This design comes from an exercise in tuning for small area and a short achievable clock period on the open sky130 flow, not from production work.
Where RTL was checked, it was by simulation tests only, not by an equivalence proof against the original.
Only the layout flow was run in runs 3 and 4; the RTL was not checked for function there.
Power is estimated from default activity; no workload was simulated.

### design/flow/config.mk
export PLATFORM = sky130hd
export DESIGN_NAME = float_add
export DESIGN_NICKNAME = float_add
export VERILOG_FILES = /design/flow/design.v
export SDC_FILE = /design/flow/constraint.sdc
export NUM_CORES = 4
export LEC_CHECK = 0
export CAP_MARGIN = 20
export CORE_MARGIN = 2
export CORE_UTILIZATION = 40
export CTS_CLUSTER_DIAMETER = 80
export CTS_CLUSTER_SIZE = 30
export PLACE_DENSITY = 0.75
export SETUP_SLACK_MARGIN = 3.4
export SLEW_MARGIN = 20
export SYNTH_HIERARCHICAL = 1
### design/flow/constraint.sdc
create_clock -name core_clock -period 6.0 [get_ports {clk}]
set_input_delay 1.2000 -clock core_clock [delete_from_list [all_inputs] [get_ports {clk}]]
set_output_delay 1.2000 -clock core_clock [all_outputs]
set_load 0.01 [all_outputs]
### design/flow/design.v
module float_add_lz(d, z, v);
    input  wire [63:0] d;
    output wire [5:0]  z;
    output wire        v;
    wire [31:0] v1;  wire [31:0]  z1;
    wire [15:0] v2;  wire [31:0]  z2;
    wire [7:0]  v3;  wire [23:0]  z3;
    wire [3:0]  v4;  wire [15:0]  z4;
    wire [1:0]  v5;  wire [9:0]   z5;
    genvar i;
    generate
        for (i = 0; i < 32; i = i + 1) begin : l1
            assign v1[i] = d[2*i+1] | d[2*i];
            assign z1[i] = ~d[2*i+1];
        end
        for (i = 0; i < 16; i = i + 1) begin : l2
            assign v2[i] = v1[2*i+1] | v1[2*i];
            assign z2[2*i+1:2*i] = v1[2*i+1] ? {1'b0, z1[2*i+1]} : {1'b1, z1[2*i]};
        end
        for (i = 0; i < 8; i = i + 1) begin : l3
            assign v3[i] = v2[2*i+1] | v2[2*i];
            assign z3[3*i+2:3*i] = v2[2*i+1] ? {1'b0, z2[4*i+3:4*i+2]} : {1'b1, z2[4*i+1:4*i]};
        end
        for (i = 0; i < 4; i = i + 1) begin : l4
            assign v4[i] = v3[2*i+1] | v3[2*i];
            assign z4[4*i+3:4*i] = v3[2*i+1] ? {1'b0, z3[6*i+5:6*i+3]} : {1'b1, z3[6*i+2:6*i]};
        end
        for (i = 0; i < 2; i = i + 1) begin : l5
            assign v5[i] = v4[2*i+1] | v4[2*i];
            assign z5[5*i+4:5*i] = v4[2*i+1] ? {1'b0, z4[8*i+7:8*i+4]} : {1'b1, z4[8*i+3:8*i]};
        end
    endgenerate
    assign v = v5[1] | v5[0];
    assign z = v5[1] ? {1'b0, z5[9:5]} : {1'b1, z5[4:0]};
endmodule
module float_add(clk, rst, i_cip, i_vstart, i_vector_length, i_sj, i_sk,
                 i_v0, i_v1, i_v2, i_v3, i_v4, i_v5, i_v6, i_v7,
                 o_busy, o_result, err);
    input  wire        clk;
    input  wire        rst;
    input  wire [15:0] i_cip;
    input  wire        i_vstart;
    input  wire [6:0]  i_vector_length;
    input  wire [63:0] i_sj;
    input  wire [63:0] i_sk;
    input  wire [63:0] i_v0;
    input  wire [63:0] i_v1;
    input  wire [63:0] i_v2;
    input  wire [63:0] i_v3;
    input  wire [63:0] i_v4;
    input  wire [63:0] i_v5;
    input  wire [63:0] i_v6;
    input  wire [63:0] i_v7;
    output reg  [63:0] o_result;
    output wire        o_busy;
    output wire        err;
    reg [6:0] reservation_time;
    reg       busy_q;
    reg       sel_s;
    reg [7:0] sel_j, sel_k;
    wire [6:0] rt_next = rst ? 7'h7f :
                         i_vstart ? i_vector_length :
                         (reservation_time != 7'h7f) ? reservation_time - 7'd1 :
                         reservation_time;
    wire       scalar_next = &rt_next;
    wire [7:0] j_dec = 8'd1 << i_cip[5:3];
    wire [7:0] k_dec = 8'd1 << i_cip[2:0];
    always @(posedge clk) begin
        reservation_time <= rt_next;
        busy_q <= ~rt_next[6] | (rt_next[5:0] == 6'd0);
        sel_s  <= scalar_next;
        sel_j  <= scalar_next ? 8'd0 : i_vstart ? j_dec : sel_j;
        sel_k  <= scalar_next ? 8'd0 : i_vstart ? k_dec : sel_k;
    end
    assign o_busy = busy_q;
    wire [63:0] a, b;
    fadd_sel u_sel_a(.s(sel_s), .v(sel_j), .xs(i_sj), .x0(i_v0), .x1(i_v1), .x2(i_v2),
                     .x3(i_v3), .x4(i_v4), .x5(i_v5), .x6(i_v6), .x7(i_v7), .y(a));
    fadd_sel u_sel_b(.s(sel_s), .v(sel_k), .xs(i_sk), .x0(i_v0), .x1(i_v1), .x2(i_v2),
                     .x3(i_v3), .x4(i_v4), .x5(i_v5), .x6(i_v6), .x7(i_v7), .y(b));
    wire [14:0] ea = a[62:48];
    wire [14:0] eb = b[62:48];
    wire        jgt, big;
    wire [5:0]  dab, dba;
    fadd_exp u_exp(.ea(ea), .eb(eb), .jgt(jgt), .big(big), .dab(dab), .dba(dba));
    wire        is_add = (i_cip[15:9] == 7'b0110010);
    wire        sub = a[63] ^ b[63] ^ ~is_add;
    reg [47:0] ca1, cb1;
    reg [14:0] ea1, eb1;
    reg [5:0]  dab1, dba1;
    reg        jgt1, sa1, sub1, err_q;
    always @(posedge clk) begin
        ca1   <= a[47:0];
        cb1   <= b[47:0] ^ {48{sub}};
        ea1   <= ea;
        eb1   <= eb;
        dab1  <= dab;
        dba1  <= dba;
        jgt1  <= jgt;
        sa1   <= a[63];
        sub1  <= sub;
        err_q <= big;
    end
    assign err = err_q;
    wire [47:0] xa  = jgt1 ? ca1 : cb1;
    wire [47:0] y1  = jgt1 ? cb1 : ca1;
    wire [5:0]  sh1 = jgt1 ? dab1 : dba1;
    wire        fill1 = sub1 & jgt1;
    wire [47:0] t5 = sh1[5] ? {{32{fill1}}, y1[47:32]}  : y1;
    wire [47:0] t4 = sh1[4] ? {{16{fill1}}, t5[47:16]} : t5;
    wire [47:0] t3 = sh1[3] ? {{8{fill1}},  t4[47:8]}  : t4;
    wire [47:0] t2 = sh1[2] ? {{4{fill1}},  t3[47:4]}  : t3;
    wire [47:0] t1 = sh1[1] ? {{2{fill1}},  t2[47:2]}  : t2;
    wire [47:0] yb = sh1[0] ? {fill1,       t1[47:1]}  : t1;
    reg [47:0] x2, y2;
    reg [14:0] e2;
    reg        sa2, sub2;
    always @(posedge clk) begin
        x2   <= xa;
        y2   <= yb;
        e2   <= (jgt1 ? ea1 : eb1) + 15'd1;
        sa2  <= sa1;
        sub2 <= sub1;
    end
    wire [47:0] s2;
    wire        c2;
    fadd_add48 u_add(.x(x2), .y(y2), .s(s2), .co(c2));
    reg [47:0] s3;
    reg        c3, sub3, sa3;
    reg [14:0] e3;
    always @(posedge clk) begin
        s3   <= s2;
        c3   <= c2;
        sub3 <= sub2;
        sa3  <= sa2;
        e3   <= e2;
    end
    wire [47:0] ones;       
    fadd_ones48 u_ones(.d(s3), .o(ones));
    wire [48:0] m3 = {~sub3 & c3, s3 ^ ({48{sub3}} & (ones | {48{~c3}}))};
    reg [48:0] m4;
    reg        sg4;
    reg [14:0] e4;
    always @(posedge clk) begin
        m4  <= m3;
        sg4 <= sa3 ^ (sub3 & ~c3);
        e4  <= e3;
    end
    wire [5:0] lz;
    wire       nz;
    float_add_lz u_lz(.d({m4, 15'h7fff}), .z(lz), .v(nz));
    reg [48:0] m5;
    reg [5:0]  lz5;
    reg        zero5, sg5;
    reg [14:0] e5;
    always @(posedge clk) begin
        m5    <= m4;
        lz5   <= lz;
        zero5 <= ~|m4;
        sg5   <= sg4;
        e5    <= e4;
    end
    wire [48:0] n5 = m5 << lz5;
    always @(posedge clk)
        o_result <= {sg5, zero5 ? 15'd0 : e5 - {9'd0, lz5}, n5[48:1]};
endmodule
module fadd_sel(s, v, xs, x0, x1, x2, x3, x4, x5, x6, x7, y);
    input  wire        s;
    input  wire [7:0]  v;
    input  wire [63:0] xs, x0, x1, x2, x3, x4, x5, x6, x7;
    output wire [63:0] y;
    assign y = ({64{s}}    & xs) |
               ({64{v[0]}} & x0) | ({64{v[1]}} & x1) | ({64{v[2]}} & x2) |
               ({64{v[3]}} & x3) | ({64{v[4]}} & x4) | ({64{v[5]}} & x5) |
               ({64{v[6]}} & x6) | ({64{v[7]}} & x7);
endmodule
module fadd_exp(ea, eb, jgt, big, dab, dba);
    input  wire [14:0] ea, eb;
    output wire        jgt, big;
    output wire [5:0]  dab, dba;
    function carry16;
        input [15:0] x, y;
        reg   [15:0] g, p;
        reg   [7:0]  g1, p1;
        reg   [3:0]  g2, p2;
        reg   [1:0]  g3, p3;
        integer i;
        begin
            g = x & y;
            p = x | y;
            for (i = 0; i < 8; i = i + 1) begin
                g1[i] = g[2*i+1] | (p[2*i+1] & g[2*i]);
                p1[i] = p[2*i+1] & p[2*i];
            end
            for (i = 0; i < 4; i = i + 1) begin
                g2[i] = g1[2*i+1] | (p1[2*i+1] & g1[2*i]);
                p2[i] = p1[2*i+1] & p1[2*i];
            end
            for (i = 0; i < 2; i = i + 1) begin
                g3[i] = g2[2*i+1] | (p2[2*i+1] & g2[2*i]);
                p3[i] = p2[2*i+1] & p2[2*i];
            end
            carry16 = g3[1] | (p3[1] & g3[0]);
        end
    endfunction
    function far_above;
        input [14:0] x, y;
        reg   [15:0] u, v, k, s, c;
        begin
            u = {1'b0, x};
            v = {1'b0, ~y};
            k = 16'd32720;
            s = u ^ v ^ k;
            c = (u & v) | (u & k) | (v & k);
            far_above = carry16(s, {c[14:0], 1'b0});
        end
    endfunction
    assign jgt = carry16({ea, 1'b0}, {~eb, 1'b0});
    assign big = far_above(ea, eb) | far_above(eb, ea);
    assign dab = ea[5:0] - eb[5:0];
    assign dba = eb[5:0] - ea[5:0];
endmodule
module fadd_add48(x, y, s, co);
    input  wire [47:0] x, y;
    output wire [47:0] s;
    output wire        co;
    wire [47:0] g [0:6];
    wire [47:0] p [0:6];
    assign g[0] = x & y;
    assign p[0] = x ^ y;
    genvar l, i;
    generate
        for (l = 0; l < 6; l = l + 1) begin : lev
            for (i = 0; i < 48; i = i + 1) begin : bt
                if ((i >> l) & 1) begin : comb
                    localparam integer J = ((i >> l) << l) - 1;
                    assign g[l+1][i] = g[l][i] | (p[l][i] & g[l][J]);
                    assign p[l+1][i] = p[l][i] & p[l][J];
                end else begin : pass
                    assign g[l+1][i] = g[l][i];
                    assign p[l+1][i] = p[l][i];
                end
            end
        end
    endgenerate
    assign s  = p[0] ^ {g[6][46:0], 1'b0};
    assign co = g[6][47];
endmodule
module fadd_ones48(d, o);
    input  wire [47:0] d;
    output wire [47:0] o;
    wire [47:0] t [0:6];
    assign t[0] = d;
    genvar l, i;
    generate
        for (l = 0; l < 6; l = l + 1) begin : lev
            for (i = 0; i < 48; i = i + 1) begin : bt
                if ((i >> l) & 1) begin : comb
                    localparam integer J = ((i >> l) << l) - 1;
                    assign t[l+1][i] = t[l][i] & t[l][J];
                end else begin : pass
                    assign t[l+1][i] = t[l][i];
                end
            end
        end
    endgenerate
    assign o = {t[6][46:0], 1'b1};
endmodule
### design/flow/flow/run.sh
#!/bin/bash
# The standard layout (standard.sh: ORFS from synthesis to the final
# layout) with two changes:
#  - synthesis is the standard flow's own script (synth_recipe.tcl) except that Yosys's
#    abc pass runs flow/abc_map.script, a delay-targeted mapping
#    (dch + map -D 1200) in place of ORFS's default ABC script. Registers
#    are not touched by abc, so they are the standard synthesis's.
#  - the port buffers that ORFS inserts at placement are buf_1 cells.
#    Every input and output port still gets its own buffer.
# ORFS keeps each step's log in orfs/logs; make's output goes to
# standard.log here.
set -euo pipefail
here=$PWD
export BUFFER_PORTS_ARGS="-buffer_cell sky130_fd_sc_hd__buf_1"
export FLOW_ABC_SCRIPT=$here/flow/abc_map.script
cat flow/abc_proc.tcl synth_recipe.tcl > flow_synth.tcl
sed "s#SYNTH_SCRIPT=[^ ]*#SYNTH_SCRIPT=$here/flow_synth.tcl#" standard.sh > flow_standard.sh
grep -q "SYNTH_SCRIPT=$here/flow_synth.tcl" flow_standard.sh
bash flow_standard.sh > standard.log 2>&1
### design/flow/flow/abc_map.script
strash
dch -f
map -D 1200
topo
stime -c
buffer -c
upsize -c -D 1200
dnsize -c -D 1200
### design/flow/flow/abc_proc.tcl
# abc as the standard flow's synthesis calls it, but with the ABC script named by
# FLOW_ABC_SCRIPT (which carries its own delay target, so no -D)
proc abc {args} {
  set i [lsearch -exact $args -script]
  if {$i >= 0} { set args [lreplace $args $i [expr {$i + 1}]] }
  set j [lsearch -exact $args -D]
  if {$j >= 0} { set args [lreplace $args $j [expr {$j + 1}]] }
  yosys abc -script $::env(FLOW_ABC_SCRIPT) {*}$args
}
### design/flow/standard.sh
#!/bin/bash
# synth_recipe.tcl (not shown) runs the flow's synth.tcl, then flattens the netlist and writes it again
# the make line also repeats each setting of config.mk as NAME=value (left out here)
make -C /OpenROAD-flow-scripts/flow DESIGN_CONFIG=/design/flow/config.mk WORK_HOME=/design/flow/orfs CLKGATE_MAP_FILE= SYNTH_SCRIPT=/design/flow/synth_recipe.tcl "${@:-finish}"
==> run_results.csv, run 1 <==
group,metric,value,unit
floorplan,die_y,283,um
layout,nNetsFinal,5547,
floorplan,fp-row-count,102,
run,drv_cap,0,
clocking,h-tree-depth,1,
layout,fin_util,48.7,%
timing,finalSetupViolations,0,
timing,timing.final.crit_share,47.1,%
timing,tightestPinTransition,996,ps
placement,placedCellCount,5718,
worst_hold_path,min_path_type,"register to register",
critical_path,reg_to_reg_end,"err_q",
placement,count_of_buffers_inserted_at_the_top_level_ports,728,
global_route,grt_antenna_before_repair,124,
timing,final_count_of_pins_violating_max_slew,0,
layout,finalNonFillerCells,5906,
global_route,groute.layer.met1.usage,45.8,%
pwr,total_power,0.0220,W
clocking,clk_latency,640,ps
global_route,grt_usage,36.7,%
pwr,power_density,584,mW/mm2
global_route,grtUsageMet2,51.6,%
outcome,outcome,"complete, no violations",
worst_hold_path,hold_path_end,"sub3",
floorplan,die_area,0.0800,mm2
placement,place.gp.congestion,1.07,
critical_path,critical_path.startpoint_type,"input port",
global_route,grt_max_degree,81,
worst_hold_path,hold_start,"sub2",
clocking,ctsLongestPathBuffers,3,
timing,timing.max_slew.rel_slack,33.4,%
critical_path,r2r_setup_slack,3310,ps
pwr,power.leakage,15.6,nW
worst_hold_path,min_delay_path_depth,0,
yosys,mean_instance_size_in_the_synthesized_netlist,7.47,um2
global_route,globalRoute.busiestLayer,"met2",
timing,maxClockFrequency,0.354,GHz
detailed_routing,avgRoutedWirePerCell,26.4,um
yosys,synthCells,4165,
clocking,clkSlewWorstSetupHoldPaths,100,ps
timing,final.min_clock_period,2830,ps
clocking,tritoncts,"done",
layout,area_growth_from_synthesis_to_layout,20.9,%
global_route,grt-ovfl-total,0,
timing,grt_setup_unrepaired,"true",
detailed_routing,dr_total_vias,35300,
clocking,number_of_sinks_on_the_clock_net,547,
timing,final-hold-violation-count,0,
detailed_routing,violation_count_after_the_first_detailed_route_iteration,5294,
global_route,globalRouteMet3Util,16.3,%
global_route,grt_first_pass_wirelength,213000,um
placement,hpwl,120000,um
layout,layout.cell_area.non_filler,0.0376,mm2
critical_path,timing.critical_path.required,6530,ps
detailed_routing,drt_first_pass_iters,7,
global_route,first_global_vias,31300,
yosys,synth_area,0.0311,mm2
detailed_routing,wirelength,156000,um
critical_path,worstPathArrival,3350,ps
critical_path,critPathKind,"input port to register",
critical_path,worst_r2r_path_depth,11,
floorplan,die_width,283,um
clocking,cts-root-buf,"clkbuf_16",
clocking,cts_inserted_buffers,28,
placement,post_dp_cell_area,0.0344,mm2
detailed_routing,avgViaCountPerCell,5.98,
yosys,ys.warnings.count,10,
critical_path,maximum_fanout_count_along_the_critical_path,4,
pwr,ir_drop,0.381,mV
timing,final.setup_skew,23.5,ps
timing,finalSetupTns,0,ps
clocking,cts_hold_buf,0,
layout,fill_cell_total_of_the_finished_layout,7679,
critical_path,crit-reg2reg-launch,"sel_k[3]",
layout,layout-drive-gt1-share,7.92,%
detailed_routing,drc_errors,0,
floorplan,core_area,0.0772,mm2
floorplan,ioPinCount,732,
floorplan,floorplan.initialDensity,40.3,%
detailed_routing,ant_nets,0,
critical_path,critical_path.endpoint_type,"register",
==> placed cells by master (no fill, tap or decap), types with 17 or more instances in the layout <==
master	instances
xnor2_1	60
nand4_1	22
nand3_1	199
o221ai_1	17
a22oi_1	391
o21ai_1	127
diode_2	79
a211oi_1	21
buf_1	714
buf_4	41
o21ai_0	257
conb_1	29
clkbuf_16	37
a221oi_1	103
nor4_1	24
ha_1	88
o22ai_1	20
nand3_2	20
xor2_1	83
o211ai_1	36
mux2i_1	46
a21oi_1	112
nor2_1	222
inv_1	228
dfxtp_1	523
nor3_1	19
nand2_1	969
==> critical path, stage by stage <==
cell      delay, ps
buf_1           180
a22oi_1         200
nand2_1          90
a221oi_2        390
nand3_2         200
inv_1           100
ha_1            270
inv_1            90
o21ai_0         180
o21ai_0         160
a32oi_1         200
nand4_1         110
==> metrics by stage <==
stage	setup slack, ps	hold slack (ps)
2_1_floorplan	3140	310
3_3_place_gp	2190	310
3_5_place_dp	2150	312
4_1_cts	3330	311
5_1_grt	3050	314
6_report	3170	334
==> repair_timing <==
action	4_1_cts	5_1_grt
endpoints found under the hold margin	0	0
buffers inserted	27	18
endpoints found under the setup margin	159	132
gates cloned	8	10
pin swaps	22	43
gates resized for setup	128	172
==> how the worst max path moves through the flow <==
stage | from | endpoint | cells past startpoint
finish | i_v6[58] | err_q | 12
global route | i_v6[52] | err_q | 14
CTS | sel_j[5] | cb1[35] | 7
detailed placement | i_vstart | sel_k[6] | 8
global placement | i_vstart | sel_k[6] | 8
floorplan | i_v3[48] | dab1[4] | 11
==> final cells by class <==
type / count / area [um2] / area share, %
antenna: 79 / 198 / 0.525
clock buffer: 30 / 718 / 1.91
clock inverter: 16 / 277 / 0.735
inverter: 250 / 1020 / 2.71
multi-input combinational: 3126 / 19100 / 50.8
sequential: 547 / 11000 / 29.3
tap: 1040 / 1300 / 3.46
timing repair buffer: 816 / 3970 / 10.6
timing repair inverter: 2 / 16.3 / 0.0432
==> layer usage <==
| metal | share of wire, % | wire [um] |
|---|---|---|
| met1 | 37 | 58400 |
| met2 | 40 | 62500 |
| met3 | 15 | 23300 |
| met4 | 7.4 | 11500 |
| met5 | 0.29 | 457 |
==> report_power, final <==
group / switching, W / internal [W] / leakage [nW] / total (W)
clock: 0.00134 / 0.000952 / 0.471 / 0.00230
combinational: 0.00834 / 0.00474 / 10.5 / 0.0131
sequential: 0.00116 / 0.00546 / 4.61 / 0.00662
==> registers in the layout, summed over array words and instances (netlist names), 6 cells and up <==
register          count
lz5                   6
eb1                  15
ca1                  48
e5                   15
m5                   49
s3                   48
o_result             64
m4                   49
ea1                  15
reservation_time      7
sel_k                 8
sel_j                 8
dba1                  6
e4                   15
e3                   15
dab1                  6
x2                   48
cb1                  48
y2                   48
e2                   15
==> run 2: changes to the inputs <==
--- a/design/flow/flow/run.sh
+++ b/design/flow/flow/run.sh
@@ -4,5 +4,6 @@
 #  - synthesis is the standard flow's own script (synth_recipe.tcl) except that Yosys's
-#    abc pass runs flow/abc_map.script, a delay-targeted mapping
-#    (dch + map -D 1200) in place of ORFS's default ABC script. Registers
-#    are not touched by abc, so they are the standard synthesis's.
+#    abc pass runs delay-targeted ABC scripts from flow/ (see
+#    flow/abc_proc.tcl) in place of ORFS's default ABC script. abc maps
+#    only combinational logic, so the registers are the standard
+#    synthesis's.
 #  - the port buffers that ORFS inserts at placement are buf_1 cells.
@@ -14,3 +15,3 @@
 export BUFFER_PORTS_ARGS="-buffer_cell sky130_fd_sc_hd__buf_1"
-export FLOW_ABC_SCRIPT=$here/flow/abc_map.script
+export FLOW_ABC_DIR=$here/flow
 cat flow/abc_proc.tcl synth_recipe.tcl > flow_synth.tcl
==> design/flow/flow/abc_d1200.script (new file) <==
strash
dch -f
map -D 1200
topo
stime -c
buffer -c
upsize -c -D 1200
dnsize -c -D 1200
==> design/flow/flow/abc_d400.script (new file) <==
strash
dch -f
map -D 400
topo
stime -c
buffer -c
upsize -c -D 400
dnsize -c -D 400
==> design/flow/flow/abc_d700.script (new file) <==
strash
dch -f
map -D 700
topo
stime -c
buffer -c
upsize -c -D 700
dnsize -c -D 700
==> design/flow/flow/abc_proc.tcl (replaced) <==
# abc as the standard flow's synthesis calls it, but with ABC scripts of our own, each
# a delay-targeted mapping (dch + map -D) carrying its own target, so no
# -D: the operand select with 400 ps, the exponent compare with 700 ps,
# then everything else with 1200 ps. abc maps only the combinational
# logic; the registers are left as the standard flow's synthesis made them.
proc abc {args} {
  set i [lsearch -exact $args -script]
  if {$i >= 0} { set args [lreplace $args $i [expr {$i + 1}]] }
  set j [lsearch -exact $args -D]
  if {$j >= 0} { set args [lreplace $args $j [expr {$j + 1}]] }
  set d $::env(FLOW_ABC_DIR)
  yosys abc -script $d/abc_d400.script {*}$args fadd_sel
  yosys abc -script $d/abc_d700.script {*}$args fadd_exp
  yosys abc -script $d/abc_d1200.script {*}$args
}
--- a/design/flow/config.mk
+++ b/design/flow/config.mk
@@ -10,5 +10,2 @@
 export CORE_UTILIZATION = 40
-export CTS_CLUSTER_DIAMETER = 80
-export CTS_CLUSTER_SIZE = 30
-export PLACE_DENSITY = 0.75
 export SETUP_SLACK_MARGIN = 3.4
removed: design/flow/flow/abc_map.script
==> run_results.csv, run 2 <==
group,metric,value,unit
timing,grt_setup_unrepaired,"true",
critical_path,crit_path_cell_trace,"buf_1 -> a22o_1 -> a21oi_4 -> nand4_1 -> inv_1 -> ha_4 -> a21oi_1 -> nand3_2 -> a221oi_2 -> a311oi_2 -> nand3_2",
detailed_routing,drc_errors,0,
clocking,tritoncts,"done",
timing,finalSetupTns,0,ps
global_route,grt_max_degree,98,
global_route,grt_antenna_before_repair,91,
critical_path,critical_path.startpoint_type,"input port",
pwr,power.leakage,15.4,nW
timing,final.setup_skew,48.0,ps
critical_path,worst_path_largest_cell_delay,270,ps
floorplan,fp-row-count,102,
clocking,cts_inserted_buffers,59,
pwr,ir_drop,0.361,mV
clocking,cts_hold_buf,0,
detailed_routing,violation_count_after_the_first_detailed_route_iteration,4057,
layout,highest_count_cells_in_the_layout_ignoring_fill_and_taps,"buf_1, nand2_1, dfxtp_1, a22oi_1, o21ai_0",
global_route,grt_first_pass_wirelength,212000,um
layout,area_growth_from_synthesis_to_layout,22.4,%
timing,final.min_clock_period,2700,ps
pwr,switching_share,47.5,%
critical_path,critical_path.most_common_cell,"nand3_2",
critical_path,worst_r2r_path_depth,10,
timing,tightestPinTransition,955,ps
clocking,h-tree-depth,2,
floorplan,core_area,0.0775,mm2
floorplan,die_width,284,um
layout,finalNonFillerCells,5848,
floorplan,die_area,0.0806,mm2
timing,timing.final.crit_share,45.1,%
yosys,ys.warnings.count,10,
detailed_routing,wirelength,153000,um
yosys,synthCells,4037,
placement,place.gp.congestion,1.03,
layout,layout-drive-gt1-share,9.21,%
critical_path,critPathKind,"input port to register",
pwr,relative_contribution_of_the_clock_network_to_total_power,15.9,%
critical_path,worstPathArrival,3270,ps
pwr,cell_internal_pwr,0.0126,W
layout,largest_reg_flops,64,
yosys,mean_instance_size_in_the_synthesized_netlist,7.76,um2
critical_path,timing.critical_path.required,6570,ps
critical_path,slowest_stage,"a221oi_2",
critical_path,critical_path.endpoint_type,"register",
floorplan,floorplan.initialDensity,40.4,%
detailed_routing,avgViaCountPerCell,5.82,
timing,final-hold-violation-count,0,
placement,count_of_buffers_inserted_at_the_top_level_ports,728,
placement,placedCellCount,5592,
critical_path,maximum_fanout_count_along_the_critical_path,4,
run,drv_cap,0,
detailed_routing,dr_total_vias,34000,
detailed_routing,avgRoutedWirePerCell,26.1,um
detailed_routing,ant_nets,0,
clocking,ctsLongestPathBuffers,3,
global_route,grt_usage,35.6,%
timing,maxClockFrequency,0.370,GHz
floorplan,die_y,284,um
layout,nNetsFinal,5472,
layout,regMostFlops,"o_result",
placement,hpwl,120000,um
timing,finalSetupViolations,0,
clocking,number_of_sinks_on_the_clock_net,547,
global_route,first_global_vias,30900,
floorplan,ioPinCount,732,
detailed_routing,drt_first_pass_iters,9,
worst_hold_path,min_path_type,"register to register",
clocking,clkSlewWorstSetupHoldPaths,60,ps
outcome,outcome,"complete, no violations",
timing,timing.max_slew.rel_slack,36.2,%
worst_hold_path,min_delay_path_depth,0,
yosys,synth_area,0.0313,mm2
pwr,share_comb_of_total_power,56.4,%
layout,final_common_cell,"buf_1",
pwr,switch_pwr,0.0114,W
layout,largest_registers,"o_result: 64 flops, m4: 49 flops, m5: 49 flops",
clocking,cts-root-buf,"clkbuf_16",
global_route,grt-ovfl-total,0,
pwr,power_density,624,mW/mm2
clocking,clk_latency,650,ps
timing,final_count_of_pins_violating_max_slew,0,
pwr,seq_power_share,27.7,%
[run 2: layer usage]
layer	wire (um)	vias up	share of wire [%]	GRT usage, %
met5	76	-	0.050	0
met4	6890	12	4.5	14.9
met3	17700	300	12	9.61
met2	65400	1851	43	53.5
met1	62600	16100	41	47.8
li1	-	15800	-	-
[run 2: path summary, 6_finish.rpt]
check        startpoint     to  slack [ps]
min reg2reg       e3[7]  e4[7]         320
max            i_sj[62]  err_q        3300
min               e3[7]  e4[7]         320
max reg2reg    sel_j[6]   jgt1        3400
[run 2: critical path, delay by kind of cell]
family	cells	cell delay, ps
buffers and inverters	2	250
AO/OA/AOI/OAI	5	1090
AND/OR/NAND/NOR	3	480
adder cells (fa/ha/maj)	1	230
[run 2: stage by stage]
| step | instance area, um2 | utilization, % | total power [W] | hold slack [ps] | worst slack, ps |
|---|---|---|---|---|---|
| floorplan | 31500 | - | 0.0149 | 310 | 3220 |
| detailed placement | 34200 | 44.1 | 0.0184 | 312 | 2280 |
| global placement | 34200 | 44.1 | 0.0183 | 311 | 2290 |
| finish | 38300 | 49.5 | 0.0239 | 318 | 3300 |
| CTS | 37200 | 48.0 | 0.0229 | 321 | 3370 |
| global route | 38300 | 49.4 | 0.0256 | 321 | 3290 |
[run 2: area by class of cell]
class / count / area [um2]
antenna: 64 / 160
clock buffer: 81 / 1700
clock inverter: 28 / 383
fill: 7884 / 39100
inverter: 245 / 982
multi-input combinational: 3001 / 18800
sequential: 547 / 11000
tap: 1040 / 1300
timing repair buffer: 840 / 4030
timing repair inverter: 2 / 10.0
[run 2: power by group through the flow]
| stage | combinational [W] | sequential [W] | clock (W) |
|---|---|---|---|
| after detailed placement | 0.0117 | 0.00666 | 0 |
| after floorplan | 0.00860 | 0.00627 | 0 |
| final | 0.0135 | 0.00664 | 0.00380 |
| after global routing | 0.0148 | 0.00679 | 0.00399 |
| after global placement | 0.0117 | 0.00665 | 0 |
| after CTS | 0.0124 | 0.00659 | 0.00384 |
[run 2: repair_timing]
item                                    CTS  global route
endpoints found under the setup margin  178           163
pin swaps                                21            46
setup buffers                            30            38
resized for setup                       127           158
gates cloned                              7             8
endpoints found under the hold margin     0             0
==> run 3: changes to the inputs <==
--- a/design/flow/design.v
+++ b/design/flow/design.v
@@ -75,14 +75,25 @@
     assign o_busy = busy_q;
-    wire [63:0] a, b;
-    fadd_sel u_sel_a(.s(sel_s), .v(sel_j), .xs(i_sj), .x0(i_v0), .x1(i_v1), .x2(i_v2),
-                     .x3(i_v3), .x4(i_v4), .x5(i_v5), .x6(i_v6), .x7(i_v7), .y(a));
-    fadd_sel u_sel_b(.s(sel_s), .v(sel_k), .xs(i_sk), .x0(i_v0), .x1(i_v1), .x2(i_v2),
-                     .x3(i_v3), .x4(i_v4), .x5(i_v5), .x6(i_v6), .x7(i_v7), .y(b));
-    wire [14:0] ea = a[62:48];
-    wire [14:0] eb = b[62:48];
+    wire [48:0] a, b;
+    fadd_sel u_sel_a(.s(sel_s), .v(sel_j),
+                     .xs({i_sj[63], i_sj[47:0]}), .x0({i_v0[63], i_v0[47:0]}),
+                     .x1({i_v1[63], i_v1[47:0]}), .x2({i_v2[63], i_v2[47:0]}),
+                     .x3({i_v3[63], i_v3[47:0]}), .x4({i_v4[63], i_v4[47:0]}),
+                     .x5({i_v5[63], i_v5[47:0]}), .x6({i_v6[63], i_v6[47:0]}),
+                     .x7({i_v7[63], i_v7[47:0]}), .y(a));
+    fadd_sel u_sel_b(.s(sel_s), .v(sel_k),
+                     .xs({i_sk[63], i_sk[47:0]}), .x0({i_v0[63], i_v0[47:0]}),
+                     .x1({i_v1[63], i_v1[47:0]}), .x2({i_v2[63], i_v2[47:0]}),
+                     .x3({i_v3[63], i_v3[47:0]}), .x4({i_v4[63], i_v4[47:0]}),
+                     .x5({i_v5[63], i_v5[47:0]}), .x6({i_v6[63], i_v6[47:0]}),
+                     .x7({i_v7[63], i_v7[47:0]}), .y(b));
+    wire [14:0] ea, eb;
     wire        jgt, big;
     wire [5:0]  dab, dba;
-    fadd_exp u_exp(.ea(ea), .eb(eb), .jgt(jgt), .big(big), .dab(dab), .dba(dba));
+    fadd_exp u_exp(.s(sel_s), .vj(sel_j), .vk(sel_k),
+                   .xj(i_sj[62:48]), .xk(i_sk[62:48]),
+                   .x0(i_v0[62:48]), .x1(i_v1[62:48]), .x2(i_v2[62:48]), .x3(i_v3[62:48]),
+                   .x4(i_v4[62:48]), .x5(i_v5[62:48]), .x6(i_v6[62:48]), .x7(i_v7[62:48]),
+                   .ea(ea), .eb(eb), .jgt(jgt), .big(big), .dab(dab), .dba(dba));
     wire        is_add = (i_cip[15:9] == 7'b0110010);
-    wire        sub = a[63] ^ b[63] ^ ~is_add;
+    wire        sub = a[48] ^ b[48] ^ ~is_add;
     reg [47:0] ca1, cb1;
@@ -99,3 +110,3 @@
         jgt1  <= jgt;
-        sa1   <= a[63];
+        sa1   <= a[48];
         sub1  <= sub;
@@ -169,13 +180,25 @@
     input  wire [7:0]  v;
-    input  wire [63:0] xs, x0, x1, x2, x3, x4, x5, x6, x7;
-    output wire [63:0] y;
-    assign y = ({64{s}}    & xs) |
-               ({64{v[0]}} & x0) | ({64{v[1]}} & x1) | ({64{v[2]}} & x2) |
-               ({64{v[3]}} & x3) | ({64{v[4]}} & x4) | ({64{v[5]}} & x5) |
-               ({64{v[6]}} & x6) | ({64{v[7]}} & x7);
-endmodule
-module fadd_exp(ea, eb, jgt, big, dab, dba);
-    input  wire [14:0] ea, eb;
+    input  wire [48:0] xs, x0, x1, x2, x3, x4, x5, x6, x7;
+    output wire [48:0] y;
+    assign y = ({49{s}}    & xs) |
+               ({49{v[0]}} & x0) | ({49{v[1]}} & x1) | ({49{v[2]}} & x2) |
+               ({49{v[3]}} & x3) | ({49{v[4]}} & x4) | ({49{v[5]}} & x5) |
+               ({49{v[6]}} & x6) | ({49{v[7]}} & x7);
+endmodule
+module fadd_exp(s, vj, vk, xj, xk, x0, x1, x2, x3, x4, x5, x6, x7,
+                ea, eb, jgt, big, dab, dba);
+    input  wire        s;
+    input  wire [7:0]  vj, vk;
+    input  wire [14:0] xj, xk, x0, x1, x2, x3, x4, x5, x6, x7;
+    output wire [14:0] ea, eb;
     output wire        jgt, big;
     output wire [5:0]  dab, dba;
+    assign ea = ({15{s}}     & xj) |
+                ({15{vj[0]}} & x0) | ({15{vj[1]}} & x1) | ({15{vj[2]}} & x2) |
+                ({15{vj[3]}} & x3) | ({15{vj[4]}} & x4) | ({15{vj[5]}} & x5) |
+                ({15{vj[6]}} & x6) | ({15{vj[7]}} & x7);
+    assign eb = ({15{s}}     & xk) |
+                ({15{vk[0]}} & x0) | ({15{vk[1]}} & x1) | ({15{vk[2]}} & x2) |
+                ({15{vk[3]}} & x3) | ({15{vk[4]}} & x4) | ({15{vk[5]}} & x5) |
+                ({15{vk[6]}} & x6) | ({15{vk[7]}} & x7);
     function carry16;
==> design/flow/flow/abc_d500.script (new file) <==
strash
dch -f
map -D 500
topo
stime -c
buffer -c
upsize -c -D 500
dnsize -c -D 500
--- a/design/flow/flow/abc_proc.tcl
+++ b/design/flow/flow/abc_proc.tcl
@@ -2,3 +2,3 @@
 # a delay-targeted mapping (dch + map -D) carrying its own target, so no
-# -D: the operand select with 400 ps, the exponent compare with 700 ps,
+# -D: the operand select with 400 ps, the exponent select and compare with 500 ps,
 # then everything else with 1200 ps. abc maps only the combinational
@@ -12,3 +12,3 @@
   yosys abc -script $d/abc_d400.script {*}$args fadd_sel
-  yosys abc -script $d/abc_d700.script {*}$args fadd_exp
+  yosys abc -script $d/abc_d500.script {*}$args fadd_exp
   yosys abc -script $d/abc_d1200.script {*}$args
removed: design/flow/flow/abc_d700.script
==> run_results.csv, run 3 <==
group,metric,value,unit
global_route,grt_usage,35.3,%
clocking,h-tree-depth,2,
global_route,grt_max_degree,61,
clocking,number_of_sinks_on_the_clock_net,547,
critical_path,critical_path.startpoint_type,"input port",
clocking,cts_inserted_buffers,59,
yosys,mean_instance_size_in_the_synthesized_netlist,7.59,um2
clocking,tritoncts,"done",
layout,area_growth_from_synthesis_to_layout,25.6,%
floorplan,core_area,0.0776,mm2
layout,highest_count_cells_in_the_layout_ignoring_fill_and_taps,"nand2_1, buf_1, dfxtp_1, a22oi_1, o21ai_0",
floorplan,die_y,284,um
critical_path,reg_to_reg_end,"err_q",
detailed_routing,avgRoutedWirePerCell,25.3,um
worst_hold_path,min_path_type,"register to register",
clocking,clk_latency,640,ps
floorplan,fp-row-count,102,
detailed_routing,ant_nets,0,
layout,largest_registers,"o_result: 64 flops, m4: 49 flops, m5: 49 flops",
critical_path,critical_path.endpoint_type,"register",
global_route,grt_first_pass_wirelength,212000,um
clocking,clkSlewWorstSetupHoldPaths,60,ps
worst_hold_path,hold_start,"e2[5]",
layout,fill_cell_total_of_the_finished_layout,7826,
placement,hpwl,117000,um
timing,final_critical_path_setup_slack,3250,ps
critical_path,maximum_fanout_count_along_the_critical_path,3,
placement,place.gp.congestion,1.00,
pwr,power_density,603,mW/mm2
outcome,outcome,"complete, no violations",
layout,regMostFlops,"o_result",
global_route,grt-ovfl-total,0,
timing,timing.final.crit_share,45.8,%
critical_path,critPathKind,"input port to register",
timing,final-hold-violation-count,0,
placement,count_of_buffers_inserted_at_the_top_level_ports,728,
placement,detailedPlace.worstSlack,2200,ps
timing,final.min_clock_period,2750,ps
critical_path,timing.critical_path.required,6540,ps
floorplan,die_width,284,um
timing,maxClockFrequency,0.364,GHz
layout,largest_reg_flops,64,
critical_path,worstPathArrival,3290,ps
detailed_routing,avgViaCountPerCell,5.77,
detailed_routing,drt_first_pass_iters,9,
detailed_routing,dr_total_vias,34600,
worst_hold_path,hold_path_end,"e3[5]",
timing,finalSetupTns,0,ps
clocking,cts_hold_buf,0,
timing,final_count_of_pins_violating_max_slew,0,
floorplan,floorplan.initialDensity,40.5,%
pwr,ir_drop,0.308,mV
layout,fin_util,50.9,%
critical_path,r2r_setup_slack,3280,ps
pwr,total_power,0.0238,W
global_route,first_global_vias,32000,
yosys,synth_area,0.0314,mm2
worst_hold_path,min_delay_path_depth,0,
timing,final.setup_skew,31.0,ps
critical_path,worst_r2r_path_depth,12,
floorplan,ioPinCount,732,
critical_path,crit-reg2reg-launch,"sel_s",
detailed_routing,violation_count_after_the_first_detailed_route_iteration,3890,
layout,final_common_cell,"nand2_1",
timing,finalSetupViolations,0,
floorplan,die_area,0.0808,mm2
detailed_routing,wirelength,152000,um
layout,layout-drive-gt1-share,11.2,%
yosys,synthCells,4143,
run,drv_cap,0,
clocking,ctsLongestPathBuffers,3,
pwr,power.leakage,16.3,nW
global_route,grt_antenna_before_repair,85,
layout,nNetsFinal,5616,
timing,tightestPinTransition,949,ps
timing,grt_setup_unrepaired,"true",
detailed_routing,drc_errors,0,
clocking,cts-root-buf,"clkbuf_16",
yosys,ys.warnings.count,10,
timing,timing.max_slew.rel_slack,36.6,%
[run 3: report_power, final]
group          total (W)  internal (W)  switching, W
combinational     0.0132       0.00479       0.00841
clock            0.00396       0.00239       0.00157
sequential       0.00666       0.00547       0.00119
total             0.0238        0.0126        0.0112
[run 3: timing repair]
| action | 4_1_cts | 5_1_grt |
|---|---|---|
| pin swaps | 12 | 86 |
| cloned | 6 | 8 |
| resized for setup | 112 | 240 |
| setup endpoints to repair | 184 | 162 |
| buffers inserted | 37 | 49 |
[run 3: worst max-delay path, cell delays in order]
cell	delay [ps]
buf_1	150
a22oi_1	280
o221ai_1	250
nor4_4	340
inv_1	150
ha_1	250
a21oi_1	200
nand3_1	170
o221ai_2	300
[run 3: worst max-delay path by stage]
stage / cells after the start / startpoint / end / slack [ps]
floorplan: 11 / i_v5[51] / err_q / 3010
global placement: 10 / i_v7[62] / err_q / 2210
detailed placement: 10 / i_v7[62] / err_q / 2200
CTS: 11 / i_v6[61] / err_q / 3130
global route: 12 / sel_s / err_q / 3160
finish: 9 / i_v6[61] / err_q / 3250
[run 3: through the flow]
stage	std cells	hold WS [ps]	instance area, um2
floorplan	4170	310	31800
global placement	5724	310	34800
detailed placement	5724	312	34800
CTS	5877	322	37900
global route	5964	328	39400
finish	5993	317	39500
[run 3: layer usage]
metal	share of wire (%)	GRT usage [%]	vias to the layer above
li1	-	-	16100
met4	5.2	16.0	34
met1	40	46.0	16200
met3	12	11.6	373
met2	42	52.7	1919
met5	0.14	0	-
[run 3: cell type report]
cell class	instances	area, um2	area share, %
sequential	547	11000	27.9
antenna	59	148	0.374
timing repair inverter	5	27.5	0.0697
clock inverter	33	493	1.25
tap	1040	1300	3.30
timing repair buffer	864	4340	11.0
multi-input combinational	3068	19300	48.8
clock buffer	77	1690	4.27
inverter	300	1210	3.07
==> run 4: changes to the inputs <==
--- a/design/flow/flow/run.sh
+++ b/design/flow/flow/run.sh
@@ -16,2 +16,3 @@
 export FLOW_ABC_DIR=$here/flow
+export ADDER_MAP_FILE=
 cat flow/abc_proc.tcl synth_recipe.tcl > flow_synth.tcl
==> run_results.csv, run 4 <==
group,metric,value,unit
outcome,outcome,"complete, no violations",
layout,area_growth_from_synthesis_to_layout,19.0,%
critical_path,worst_path_largest_cell_delay,710,ps
critical_path,critical_path.startpoint_type,"register",
pwr,cell_internal_pwr,0.0120,W
layout,regMostFlops,"o_result",
clocking,cts_hold_buf,0,
timing,finalSetupViolations,0,
timing,hold_ws,319,ps
worst_hold_path,min_path_type,"register to register",
global_route,grt_usage,34.3,%
layout,layout-drive-gt1-share,8.03,%
global_route,grt_first_pass_wirelength,211000,um
pwr,power.leakage,15.4,nW
critical_path,crit_path_cell_trace,"buf_6 -> nand2_1 -> nand2_1 -> nor3_2 -> o31ai_2 -> nand4_1 -> o2111ai_1 -> nor2_1 -> o21ai_1 -> nand4_1",
floorplan,die_area,0.0832,mm2
layout,largest_reg_flops,64,
timing,grt_setup_unrepaired,"true",
yosys,synth_area,0.0324,mm2
placement,count_of_buffers_inserted_at_the_top_level_ports,728,
critical_path,critPathKind,"register to register",
timing,final.setup_skew,31.5,ps
placement,place.gp.congestion,1.01,
pwr,switch_pwr,0.0112,W
critical_path,slowest_stage,"dfxtp_2",
placement,hpwl,117000,um
floorplan,fp-row-count,104,
layout,layout.cell_area.non_filler,0.0385,mm2
global_route,grt_max_degree,69,
global_route,grt-ovfl-total,0,
critical_path,timing.critical_path.required,6480,ps
floorplan,die_y,288,um
floorplan,ioPinCount,732,
clocking,cts_inserted_buffers,58,
critical_path,maximum_fanout_count_along_the_critical_path,50,
timing,finalSetupTns,0,ps
pwr,power_density,603,mW/mm2
clocking,number_of_sinks_on_the_clock_net,547,
clocking,clk_latency,640,ps
detailed_routing,ant_nets,0,
detailed_routing,dr_total_vias,36100,
run,drv_cap,0,
timing,final_count_of_pins_violating_max_slew,0,
pwr,switching_share,48.2,%
detailed_routing,violation_count_after_the_first_detailed_route_iteration,3885,
timing,final-hold-violation-count,0,
detailed_routing,avgViaCountPerCell,5.76,
timing,final.min_clock_period,2580,ps
pwr,relative_contribution_of_the_clock_network_to_total_power,15.8,%
floorplan,die_width,288,um
critical_path,critical_path.endpoint_type,"register",
layout,fill_cell_total_of_the_finished_layout,8287,
layout,final_common_cell,"nand2_1",
layout,highest_count_cells_in_the_layout_ignoring_fill_and_taps,"nand2_1, buf_1, dfxtp_1, nor2_1, a22oi_1",
pwr,seq_power_share,28.3,%
timing,timing.final.crit_share,42.9,%
clocking,clkSlewWorstSetupHoldPaths,70,ps
yosys,mean_instance_size_in_the_synthesized_netlist,7.23,um2
yosys,ys.warnings.count,10,
layout,multiInputGateArea,0.0195,mm2
floorplan,core_area,0.0803,mm2
timing,timing.max_slew.rel_slack,37.5,%
clocking,ctsLongestPathBuffers,3,
detailed_routing,avgRoutedWirePerCell,24.0,um
clocking,cts-root-buf,"clkbuf_16",
yosys,synthCells,4479,
detailed_routing,drc_errors,0,
detailed_routing,drt_first_pass_iters,7,
global_route,first_global_vias,32200,
pwr,ir_drop,0.316,mV
placement,post_dp_cell_area,0.0354,mm2
layout,largest_registers,"o_result: 64 flops, m4: 49 flops, m5: 49 flops",
layout,layout.area.seq,0.0110,mm2
clocking,tritoncts,"done",
global_route,grt_antenna_before_repair,88,
detailed_routing,wirelength,151000,um
floorplan,floorplan.initialDensity,40.3,%
timing,tightestPinTransition,937,ps
pwr,share_comb_of_total_power,55.9,%
layout,nNetsFinal,5776,
timing,maxClockFrequency,0.388,GHz
critical_path,worstPathArrival,3050,ps
clocking,h-tree-depth,2,
[run 4: changes by cell type in the layout (fill, tap and decap cells not counted), moves of 32 or more]
cell,delta
ha_1,-75
inv_1,-32
nand2_1,+280
nand3_1,+33
nand4_1,+38
nor2_1,+105
xnor2_1,+54
xor2_1,-61
[run 4: timing repair]
item                                    in CTS  in global routing
cloned                                       5                  8
pin swaps                                    4                  9
gates resized for setup                     57                108
setup buffers                               13                 25
endpoints found under the setup margin     163                109
[run 4: critical path: cells and delay by family, from the launching register on]
family | cells | cell delay, ps
simple gates | 6 | 700
compound gates | 3 | 450
buf+inv | 1 | 510
flops | 1 | 710
[run 4: power groups by stage]
stage	logic (W)	registers [W]	clock network (W)
after global routing	0.0143	0.00674	0.00387
after global placement	0.0116	0.00665	0
after floorplan	0.00868	0.00629	0
after CTS	0.0121	0.00657	0.00373
final	0.0130	0.00657	0.00367
after detailed placement	0.0117	0.00667	0
[run 4: stage by stage]
stage	std cells	setup slack, ps	power, W	util [%]
2_1_floorplan	4506	3410	0.0150	-
3_3_place_gp	6059	2260	0.0183	44.1
3_5_place_dp	6059	2190	0.0184	44.1
4_1_cts	6180	3380	0.0224	47.0
5_1_grt	6258	3340	0.0249	47.9
6_report	6274	3420	0.0232	48.0
[run 4: path summary, 6_finish.rpt]
| kind | slack (ps) | cells past startpoint | from | endpoint |
|---|---|---|---|---|
| setup / recovery | 3420 | 10 | sel_k[2] | err_q |
| hold / removal | 320 | 0 | e4[5] | e5[5] |
| setup reg to reg | 3420 | 10 | sel_k[2] | err_q |
| hold reg to reg | 320 | 0 | e4[5] | e5[5] |
[run 4: routing by layer]
layer	vias to the layer above	routed length, um	part of all wire (%)	track usage (%)
li1	17000	-	-	-
met1	16700	59300	39	42.7
met2	1928	65200	43	51.4
met3	459	16600	11	11.5
met4	42	9510	6.3	20.6
met5	-	353	0.23	0.852
[run 4: cell type report]
type                            instances  share of cell area, %
Multi-Input combinational cell       3459                   50.7
Tap cell                             1060                   3.44
Inverter                              234                   2.43
Timing Repair inverter                  4                 0.0715
Sequential cell                       547                   28.6
Clock buffer                           80                   4.30
Clock inverter                         23                  0.760
Timing Repair Buffer                  806                   9.38
Antenna cell                           61                  0.396
==> run 5: changes to the inputs <==
--- a/design/flow/design.v
+++ b/design/flow/design.v
@@ -89,3 +89,3 @@
     wire [14:0] ea, eb;
-    wire        jgt, big;
+    wire        jgt, far_ab, far_ba;
     wire [5:0]  dab, dba;
@@ -95,3 +95,4 @@
                    .x4(i_v4[62:48]), .x5(i_v5[62:48]), .x6(i_v6[62:48]), .x7(i_v7[62:48]),
-                   .ea(ea), .eb(eb), .jgt(jgt), .big(big), .dab(dab), .dba(dba));
+                   .ea(ea), .eb(eb), .jgt(jgt), .far_ab(far_ab), .far_ba(far_ba),
+                   .dab(dab), .dba(dba));
     wire        is_add = (i_cip[15:9] == 7'b0110010);
@@ -101,3 +102,3 @@
     reg [5:0]  dab1, dba1;
-    reg        jgt1, sa1, sub1, err_q;
+    reg        jgt1, sa1, sub1, far_ab1, far_ba1;
     always @(posedge clk) begin
@@ -112,5 +113,6 @@
         sub1  <= sub;
-        err_q <= big;
-    end
-    assign err = err_q;
+        far_ab1 <= far_ab;
+        far_ba1 <= far_ba;
+    end
+    assign err = far_ab1 | far_ba1;
     wire [47:0] xa  = jgt1 ? ca1 : cb1;
@@ -188,3 +190,3 @@
 module fadd_exp(s, vj, vk, xj, xk, x0, x1, x2, x3, x4, x5, x6, x7,
-                ea, eb, jgt, big, dab, dba);
+                ea, eb, jgt, far_ab, far_ba, dab, dba);
     input  wire        s;
@@ -193,3 +195,3 @@
     output wire [14:0] ea, eb;
-    output wire        jgt, big;
+    output wire        jgt, far_ab, far_ba;
     output wire [5:0]  dab, dba;
@@ -241,3 +243,4 @@
     assign jgt = carry16({ea, 1'b0}, {~eb, 1'b0});
-    assign big = far_above(ea, eb) | far_above(eb, ea);
+    assign far_ab = far_above(ea, eb);
+    assign far_ba = far_above(eb, ea);
     assign dab = ea[5:0] - eb[5:0];
==> run_results.csv, run 5 <==
group,metric,value,unit
outcome,outcome,"complete, no violations",
detailed_routing,avgViaCountPerCell,5.75,
detailed_routing,violation_count_after_the_first_detailed_route_iteration,3840,
clocking,tritoncts,"done",
placement,place.gp.congestion,1.01,
layout,finalNonFillerCells,6280,
pwr,ir_drop,0.308,mV
layout,largest_registers,"o_result: 64 flops, m4: 49 flops, m5: 49 flops",
timing,final-hold-violation-count,0,
critical_path,critical_path.endpoint_type,"register",
layout,fin_util,47.9,%
timing,timing.max_slew.rel_slack,36.3,%
global_route,grt_max_degree,97,
critical_path,timing.critical_path.required,6490,ps
global_route,grt_usage,35.7,%
clocking,cts_hold_buf,0,
detailed_routing,dr_total_vias,36100,
critical_path,worst_r2r_path_depth,10,
layout,area_growth_from_synthesis_to_layout,18.6,%
global_route,globalRoute.busiestLayer,"met2",
layout,regMostFlops,"o_result",
timing,final.min_clock_period,2570,ps
global_route,grt_first_pass_wirelength,219000,um
clocking,cts-root-buf,"clkbuf_16",
layout,layout-drive-gt1-share,8.19,%
worst_hold_path,min_delay_path_depth,0,
floorplan,die_y,289,um
floorplan,die_width,289,um
detailed_routing,avgRoutedWirePerCell,24.9,um
global_route,first_global_vias,32800,
detailed_routing,drt_first_pass_iters,6,
critical_path,critPathKind,"register to register",
critical_path,slowest_stage,"dfxtp_4",
layout,highest_count_cells_in_the_layout_ignoring_fill_and_taps,"nand2_1, buf_1, dfxtp_1, o21ai_0, a22oi_1",
timing,final.setup_skew,41.7,ps
global_route,globalRouteMet3Util,10.1,%
floorplan,core_area,0.0805,mm2
worst_hold_path,min_path_type,"register to register",
yosys,synth_area,0.0326,mm2
timing,timing.final.crit_share,42.8,%
timing,finalSetupTns,0,ps
global_route,grt_antenna_before_repair,88,
global_route,grt-ovfl-total,0,
critical_path,critical_path_buf_inv_count,0,
pwr,power.leakage,15.6,nW
timing,maxClockFrequency,0.389,GHz
clocking,clkSlewWorstSetupHoldPaths,70,ps
critical_path,maximum_fanout_count_along_the_critical_path,11,
detailed_routing,wirelength,156000,um
critical_path,critical_path.startpoint_type,"register",
placement,count_of_buffers_inserted_at_the_top_level_ports,728,
layout,layout.cell_area.non_filler,0.0386,mm2
pwr,power_density,600,mW/mm2
yosys,ys.warnings.count,10,
placement,post_dp_cell_area,0.0356,mm2
clocking,clk_latency,650,ps
clocking,h-tree-depth,2,
yosys,synthCells,4485,
clocking,cts_inserted_buffers,59,
layout,largest_reg_flops,64,
clocking,ctsLongestPathBuffers,3,
global_route,grtUsageMet2,52.4,%
layout,final_common_cell,"nand2_1",
critical_path,worst_path_largest_cell_delay,470,ps
floorplan,fp-row-count,104,
placement,hpwl,121000,um
yosys,mean_instance_size_in_the_synthesized_netlist,7.26,um2
global_route,groute.layer.met1.usage,45.4,%
floorplan,ioPinCount,732,
layout,nNetsFinal,5770,
floorplan,floorplan.initialDensity,40.4,%
critical_path,worstPathArrival,3060,ps
timing,final_count_of_pins_violating_max_slew,0,
placement,placedCellCount,6062,
timing,finalSetupViolations,0,
critical_path,critical_path_depth_in_cells,10,
detailed_routing,drc_errors,0,
run,drv_cap,0,
floorplan,die_area,0.0837,mm2
clocking,number_of_sinks_on_the_clock_net,548,
timing,tightestPinTransition,954,ps
detailed_routing,ant_nets,0,
critical_path,crit_path_cell_trace,"nor2_4 -> o21bai_4 -> a21oi_1 -> o21ai_1 -> o21ai_0 -> nand2_1 -> o21ai_1 -> nand2_1 -> o21ai_0 -> mux2i_1",
timing,grt_setup_unrepaired,"true",
critical_path,critPathTopFamily,"compound AO/OA/AOI/OAI gates",
## run 5: cell count changes in the layout (fill, tap and decap cells not counted), moves of 7 or more
cell and change:
nor2_1 -23, inv_1 -11, a21oi_2 -8, o21ai_1 -33, clkbuf_8 -7, o211ai_1 +9
xor2_1 +50, nand3_1 -7, nand2_1 +8, xnor2_1 -49, o21ai_0 +53
## run 5: worst paths after layout
check / start / to / slack, ps
worst min-delay path: e4[3] / e5[3] / 320
worst min register to register: e4[3] / e5[3] / 320
worst max register to register: jgt1 / y2[14] / 3430
worst max-delay path: jgt1 / y2[14] / 3430
## run 5: power breakdown
group	internal [W]	switching [W]
logic	0.00438	0.00849
registers	0.00547	0.00114
clock network	0.00213	0.00158
total	0.0120	0.0112
## run 5: worst register-to-register path: stages, from the launching register on
cell and delay (ps):
dfxtp_4 470, nor2_4 110, o21bai_4 290, a21oi_1 480
o21ai_1 150, o21ai_0 240, nand2_1 90, o21ai_1 150
nand2_1 70, o21ai_0 180, mux2i_1 180
## run 5: per-stage QoR
step / total power, W / worst slack, ps / hold WS (ps)
4_1_cts: 0.0226 / 3400 / 320
6_report: 0.0232 / 3430 / 318
3_3_place_gp: 0.0183 / 2180 / 311
5_1_grt: 0.0249 / 3350 / 323
3_5_place_dp: 0.0184 / 2120 / 312
2_1_floorplan: 0.0149 / 3410 / 310
## run 5: final cells by class
class	count	area, um2
Antenna cell	67	168
Clock buffer	80	1660
Clock inverter	30	342
Fill cell	8394	41900
Inverter	230	921
Multi-Input combinational cell	3463	19600
Sequential cell	548	11000
Tap cell	1060	1330
Timing Repair Buffer	799	3590
Timing Repair inverter	3	15.0
## run 5: timing repair
item / CTS / global route
endpoints found under the setup margin: 145 / 107
gates resized for setup: 60 / 61
cloned: 7 / 5
pin swaps: 3 / 7
setup buffers: 7 / 22
## run 5: per-layer routing
layer / part of all wire [%] / vias to the layer above / wire length (um)
li1: - / 17100 / -
met1: 39 / 16700 / 61500
met5: 0.21 / - / 333
met3: 11 / 439 / 17300
met2: 42 / 1900 / 65800
met4: 7.4 / 28 / 11600
==> run 6: changes to the inputs <==
--- a/design/flow/config.mk
+++ b/design/flow/config.mk
@@ -10,2 +10,4 @@
 export CORE_UTILIZATION = 40
+export CTS_CLUSTER_DIAMETER = 80
+export CTS_CLUSTER_SIZE = 30
 export SETUP_SLACK_MARGIN = 3.4
==> run_results.csv, run 6 <==
group,metric,value,unit
timing,timing.final.crit_share,43.0,%
floorplan,core_area,0.0805,mm2
pwr,seq_power_share,29.9,%
clocking,clk_latency,670,ps
layout,final_common_cell,"nand2_1",
pwr,switching_share,50.4,%
timing,final_count_of_pins_violating_max_slew,0,
timing,maxClockFrequency,0.387,GHz
global_route,first_global_vias,32500,
clocking,ctsLongestPathBuffers,3,
pwr,power_density,583,mW/mm2
critical_path,worstPathArrival,1380,ps
layout,highest_count_cells_in_the_layout_ignoring_fill_and_taps,"nand2_1, buf_1, dfxtp_1, o21ai_0, a22oi_1",
critical_path,maximum_fanout_count_along_the_critical_path,1,
placement,detailedPlace.worstSlack,2120,ps
global_route,grt_first_pass_wirelength,218000,um
pwr,ir_drop,0.314,mV
pwr,switch_pwr,0.0111,W
layout,largest_registers,"o_result: 64 flops, m4: 49 flops, m5: 49 flops",
global_route,grt_antenna_before_repair,91,
critical_path,crit-reg2reg-launch,"sel_s",
critical_path,critPathKind,"register to output pin",
timing,final-hold-violation-count,0,
clocking,tritoncts,"done",
detailed_routing,dr_total_vias,35800,
detailed_routing,violation_count_after_the_first_detailed_route_iteration,4035,
pwr,cell_internal_pwr,0.0109,W
timing,final.setup_skew,37.5,ps
timing,grt_setup_unrepaired,"true",
yosys,synthCells,4485,
critical_path,r2r_setup_slack,3470,ps
floorplan,die_y,289,um
layout,area_growth_from_synthesis_to_layout,15.9,%
layout,layout-drive-gt1-share,7.40,%
floorplan,die_area,0.0837,mm2
placement,place.gp.congestion,1.01,
timing,finalSetupTns,0,ps
layout,largest_reg_flops,64,
worst_hold_path,min_delay_path_depth,0,
pwr,power.leakage,15.2,nW
placement,hpwl,121000,um
timing,tightestPinTransition,956,ps
layout,fill_cell_total_of_the_finished_layout,8494,
critical_path,worst_r2r_path_depth,9,
detailed_routing,avgViaCountPerCell,5.75,
placement,count_of_buffers_inserted_at_the_top_level_ports,728,
critical_path,critical_path.startpoint_type,"register",
floorplan,ioPinCount,732,
timing,final_critical_path_setup_slack,3420,ps
yosys,synth_area,0.0326,mm2
timing,final.min_clock_period,2580,ps
outcome,outcome,"complete, no violations",
detailed_routing,ant_nets,0,
yosys,mean_instance_size_in_the_synthesized_netlist,7.26,um2
global_route,grt_max_degree,97,
detailed_routing,avgRoutedWirePerCell,24.9,um
clocking,number_of_sinks_on_the_clock_net,548,
floorplan,die_width,289,um
clocking,h-tree-depth,1,
clocking,cts-root-buf,"clkbuf_16",
pwr,relative_contribution_of_the_clock_network_to_total_power,11.7,%
timing,timing.max_slew.rel_slack,36.2,%
detailed_routing,drt_first_pass_iters,6,
worst_hold_path,hold_start,"sg4",
layout,nNetsFinal,5741,
yosys,ys.warnings.count,10,
critical_path,timing.critical_path.required,4800,ps
run,drv_cap,0,
critical_path,reg_to_reg_end,"far_ab1",
global_route,grt-ovfl-total,0,
critical_path,critical_path.endpoint_type,"output pin",
worst_hold_path,hold_path_end,"sg5",
pwr,share_comb_of_total_power,58.5,%
clocking,cts_inserted_buffers,31,
global_route,grt_usage,35.4,%
layout,regMostFlops,"o_result",
detailed_routing,wirelength,155000,um
floorplan,floorplan.initialDensity,40.4,%
worst_hold_path,min_path_type,"register to register",
detailed_routing,drc_errors,0,
floorplan,fp-row-count,104,
timing,finalSetupViolations,0,
clocking,clkSlewWorstSetupHoldPaths,100,ps
## run 6: per-stage QoR
stage | power (W) | util, % | hold slack (ps) | area (um2) | instances
floorplan | 0.0149 | - | 310 | 32700 | 4512
global placement | 0.0183 | 44.2 | 311 | 35600 | 6062
detailed placement | 0.0184 | 44.2 | 312 | 35600 | 6062
CTS | 0.0215 | 46.2 | 327 | 37200 | 6135
global route | 0.0237 | 46.8 | 327 | 37700 | 6205
finish | 0.0220 | 46.9 | 328 | 37800 | 6227
## run 6: cell type report
class                      instances  area, um2  share of cell area, %
antenna                           71        178                  0.470
clock buffer                      33        793                   2.10
clock inverter                    21        358                  0.947
inverter                         230        921                   2.44
multi-input combinational       3464      19600                   52.0
sequential                       548      11000                   29.1
tap                             1060       1330                   3.51
timing repair buffer             797       3540                   9.38
timing repair inverter             3       15.0                 0.0398
## run 6: how the worst max path moves through the flow
stage | startpoint | to | slack (ps) | cells after the start
2_1_floorplan | i_sj[63] | cb1[28] | 3410 | 8
5_1_grt | jgt1 | y2[19] | 3390 | 12
6_report | far_ab1 | err | 3420 | 2
3_5_place_dp | i_cip[9] | cb1[11] | 2120 | 6
4_1_cts | jgt1 | y2[37] | 3410 | 11
3_3_place_gp | i_cip[9] | cb1[38] | 2180 | 6
## run 6: critical path, cell delays in order (launching register included)
cell and delay [ps]:
dfxtp_1 320, or2_4 270, buf_6 140
## run 6: layer usage
layer	up-vias	track usage (%)	part of all wire, %
met4	24	22.5	7.4
met3	427	9.65	11
li1	17000	-	-
met1	16400	45.2	39
met2	1914	52.5	42
met5	-	1.53	0.13
## run 6: repair_timing
action	CTS	global route
pin swaps	6	7
cloned	9	3
buffers inserted	10	18
hold buffers	0	0
endpoints found under the setup margin	150	126
resized for setup	61	73
## run 6: power groups by stage
| stage | Clock, W | Combinational [W] | Sequential (W) |
|---|---|---|---|
| 2_1_floorplan | 0 | 0.00864 | 0.00630 |
| 3_3_place_gp | 0 | 0.0117 | 0.00661 |
| 3_5_place_dp | 0 | 0.0118 | 0.00663 |
| 4_1_cts | 0.00262 | 0.0123 | 0.00656 |
| 5_1_grt | 0.00274 | 0.0142 | 0.00676 |
| 6_report | 0.00257 | 0.0129 | 0.00658 |
==> run 7: changes to the inputs <==
--- a/design/flow/flow/run.sh
+++ b/design/flow/flow/run.sh
@@ -5,5 +5,6 @@
 #    abc pass runs delay-targeted ABC scripts from flow/ (see
-#    flow/abc_proc.tcl) in place of ORFS's default ABC script. abc maps
-#    only combinational logic, so the registers are the standard
-#    synthesis's.
+#    flow/abc_proc.tcl) in place of ORFS's default ABC script, and that
+#    ADDER_MAP_FILE is empty, so ORFS does not extract full and half
+#    adder cells before abc and abc maps all the logic itself. Neither
+#    touches the registers, so they are the standard synthesis's.
 #  - the port buffers that ORFS inserts at placement are buf_1 cells.
--- a/design/flow/config.mk
+++ b/design/flow/config.mk
@@ -10,4 +10,4 @@
 export CORE_UTILIZATION = 40
-export CTS_CLUSTER_DIAMETER = 80
-export CTS_CLUSTER_SIZE = 30
+export CTS_CLUSTER_DIAMETER = 70
+export CTS_CLUSTER_SIZE = 25
 export SETUP_SLACK_MARGIN = 3.4
==> run_results.csv, run 7 <==
group,metric,value,unit
critical_path,slowest_stage,"dfxtp_4",
placement,hpwl,121000,um
floorplan,die_width,289,um
floorplan,die_y,289,um
critical_path,critPathTopFamily,"compound AO/OA/AOI/OAI gates",
clocking,cts-root-buf,"clkbuf_16",
worst_hold_path,min_path_type,"register to register",
worst_hold_path,min_delay_path_depth,0,
critical_path,worstPathArrival,3090,ps
detailed_routing,drt_first_pass_iters,6,
critical_path,critical_path_depth_in_cells,11,
timing,grt_setup_unrepaired,"true",
critical_path,critical_path_buf_inv_count,2,
pwr,ir_drop,0.285,mV
critical_path,worst_r2r_path_depth,11,
critical_path,critical_path.most_common_cell,"o21ai_1",
floorplan,die_area,0.0837,mm2
layout,final_common_cell,"nand2_1",
clocking,clk_latency,610,ps
critical_path,worstSetupEndpoint,"y2[22]",
critical_path,critical_path.startpoint_type,"register",
timing,final-hold-violation-count,0,
critical_path,critical_path.endpoint_type,"register",
global_route,grt-ovfl-total,0,
layout,finalNonFillerCells,6241,
yosys,synth_area,0.0326,mm2
timing,final.min_clock_period,2570,ps
critical_path,crit-reg2reg-launch,"jgt1",
placement,count_of_buffers_inserted_at_the_top_level_ports,728,
global_route,first_global_vias,32600,
placement,place.gp.congestion,1.01,
critical_path,critPathKind,"register to register",
critical_path,reg_to_reg_end,"y2[22]",
detailed_routing,dr_total_vias,35800,
global_route,grt_first_pass_wirelength,218000,um
layout,area_growth_from_synthesis_to_layout,17.2,%
yosys,mean_instance_size_in_the_synthesized_netlist,7.26,um2
global_route,grt_antenna_before_repair,91,
timing,final.setup_skew,30.9,ps
clocking,clkSlewWorstSetupHoldPaths,90,ps
floorplan,core_area,0.0805,mm2
layout,fill_cell_total_of_the_finished_layout,8435,
floorplan,floorplan.initialDensity,40.4,%
layout,fin_util,47.4,%
clocking,cts_hold_buf,0,
critical_path,maximum_fanout_count_along_the_critical_path,12,
timing,tightestPinTransition,969,ps
critical_path,r2r_setup_slack,3430,ps
yosys,synthCells,4485,
layout,multiInputGateArea,0.0197,mm2
layout,largest_registers,"o_result: 64 flops, m4: 49 flops, m5: 49 flops",
yosys,ys.warnings.count,10,
floorplan,ioPinCount,732,
clocking,number_of_sinks_on_the_clock_net,548,
timing,finalSetupTns,0,ps
detailed_routing,wirelength,156000,um
timing,timing.final.crit_share,42.8,%
critical_path,timing.critical_path.from,"jgt1",
timing,hold_ws,325,ps
detailed_routing,avgViaCountPerCell,5.74,
global_route,grt_usage,35.6,%
floorplan,fp-row-count,104,
clocking,ctsLongestPathBuffers,3,
critical_path,worst_path_largest_cell_delay,480,ps
global_route,grt_max_degree,97,
detailed_routing,violation_count_after_the_first_detailed_route_iteration,3792,
layout,nNetsFinal,5750,
timing,finalSetupViolations,0,
critical_path,timing.critical_path.required,6520,ps
layout,layout-drive-gt1-share,8.05,%
timing,timing.max_slew.rel_slack,35.3,%
detailed_routing,drc_errors,0,
detailed_routing,ant_nets,0,
layout,regMostFlops,"o_result",
layout,highest_count_cells_in_the_layout_ignoring_fill_and_taps,"nand2_1, buf_1, dfxtp_1, a22oi_1, o21ai_0",
pwr,power_density,592,mW/mm2
clocking,tritoncts,"done",
outcome,outcome,"complete, no violations",
layout,largest_reg_flops,64,
pwr,total_power,0.0226,W
critical_path,crit_path_cell_trace,"buf_4 -> nand2_4 -> nor2_8 -> buf_4 -> nor2_1 -> o21ai_1 -> mux2i_1 -> o21ai_1 -> or2_2 -> o21ai_0 -> o21ai_1",
timing,final_count_of_pins_violating_max_slew,0,
placement,placedCellCount,6062,
pwr,power.leakage,15.4,nW
detailed_routing,avgRoutedWirePerCell,24.9,um
run,drv_cap,0,
layout,layout.area.seq,0.0110,mm2
clocking,h-tree-depth,2,
timing,maxClockFrequency,0.389,GHz
clocking,cts_inserted_buffers,41,
## run 7: routing by layer
layer	wire, um	share of wire [%]	GRT usage, %
met5	348	0.22	1.53
met4	11800	7.6	23.7
met1	61800	40	45.4
met3	16400	11	9.81
met2	65300	42	52.2
## run 7: power by group
group	internal (W)	switching [W]	total, W	leakage (nW)
Combinational	0.00442	0.00855	0.0130	10.0
Clock	0.00149	0.00159	0.00307	0.727
Sequential	0.00546	0.00113	0.00659	4.62
## run 7: layout make-up
class                   instances  share of cell area [%]
clock inverters                29                    1.08
multi-input cells            3464                    51.6
repair buffers                796                    9.30
clock buffers                  45                    2.86
well taps                    1060                    3.47
repair inverters                3                  0.0393
diodes                         66                   0.432
inverters                     230                    2.42
flip-flops and latches        548                    28.8
## run 7: worst register-to-register path, cell delays in order (launching register included)
cell     delay, ps
dfxtp_4        480
buf_4          160
nand2_4        100
nor2_8         200
buf_4          240
nor2_1          90
o21ai_1        310
mux2i_1        200
o21ai_1        290
or2_2          170
o21ai_0         70
o21ai_1        150
## run 7: worst min path at each step
stage	to	slack [ps]	start
4_1_cts	e5[11]	330	e4[11]
5_1_grt	e4[9]	330	e3[9]
2_1_floorplan	e3[0]	310	e2[0]
3_3_place_gp	e5[11]	310	e4[11]
6_report	e5[11]	320	e4[11]
3_5_place_dp	e3[10]	310	e2[10]
## run 7: stage by stage
step / cell area, um2 / setup slack [ps]
5_1_grt: 38200 / 3340
2_1_floorplan: 32700 / 3410
6_report: 38200 / 3430
4_1_cts: 37600 / 3410
3_3_place_gp: 35600 / 2180
3_5_place_dp: 35600 / 2120
## run 7: what timing repair did
| item | in CTS | in global routing |
|---|---|---|
| setup endpoints to repair | 159 | 129 |
| resized for setup | 66 | 90 |
| pin swaps | 5 | 6 |
| setup buffers | 7 | 19 |
| gates cloned | 10 | 3 |

Check on run 7: ideal ports give 3.430 ns setup slack; a clkbuf_16 on the clock port and buf_2 on the inputs give 3.398 ns; moving port delays by the midpoint clock arrival (0.671 ns) as well gives 2.823 ns.
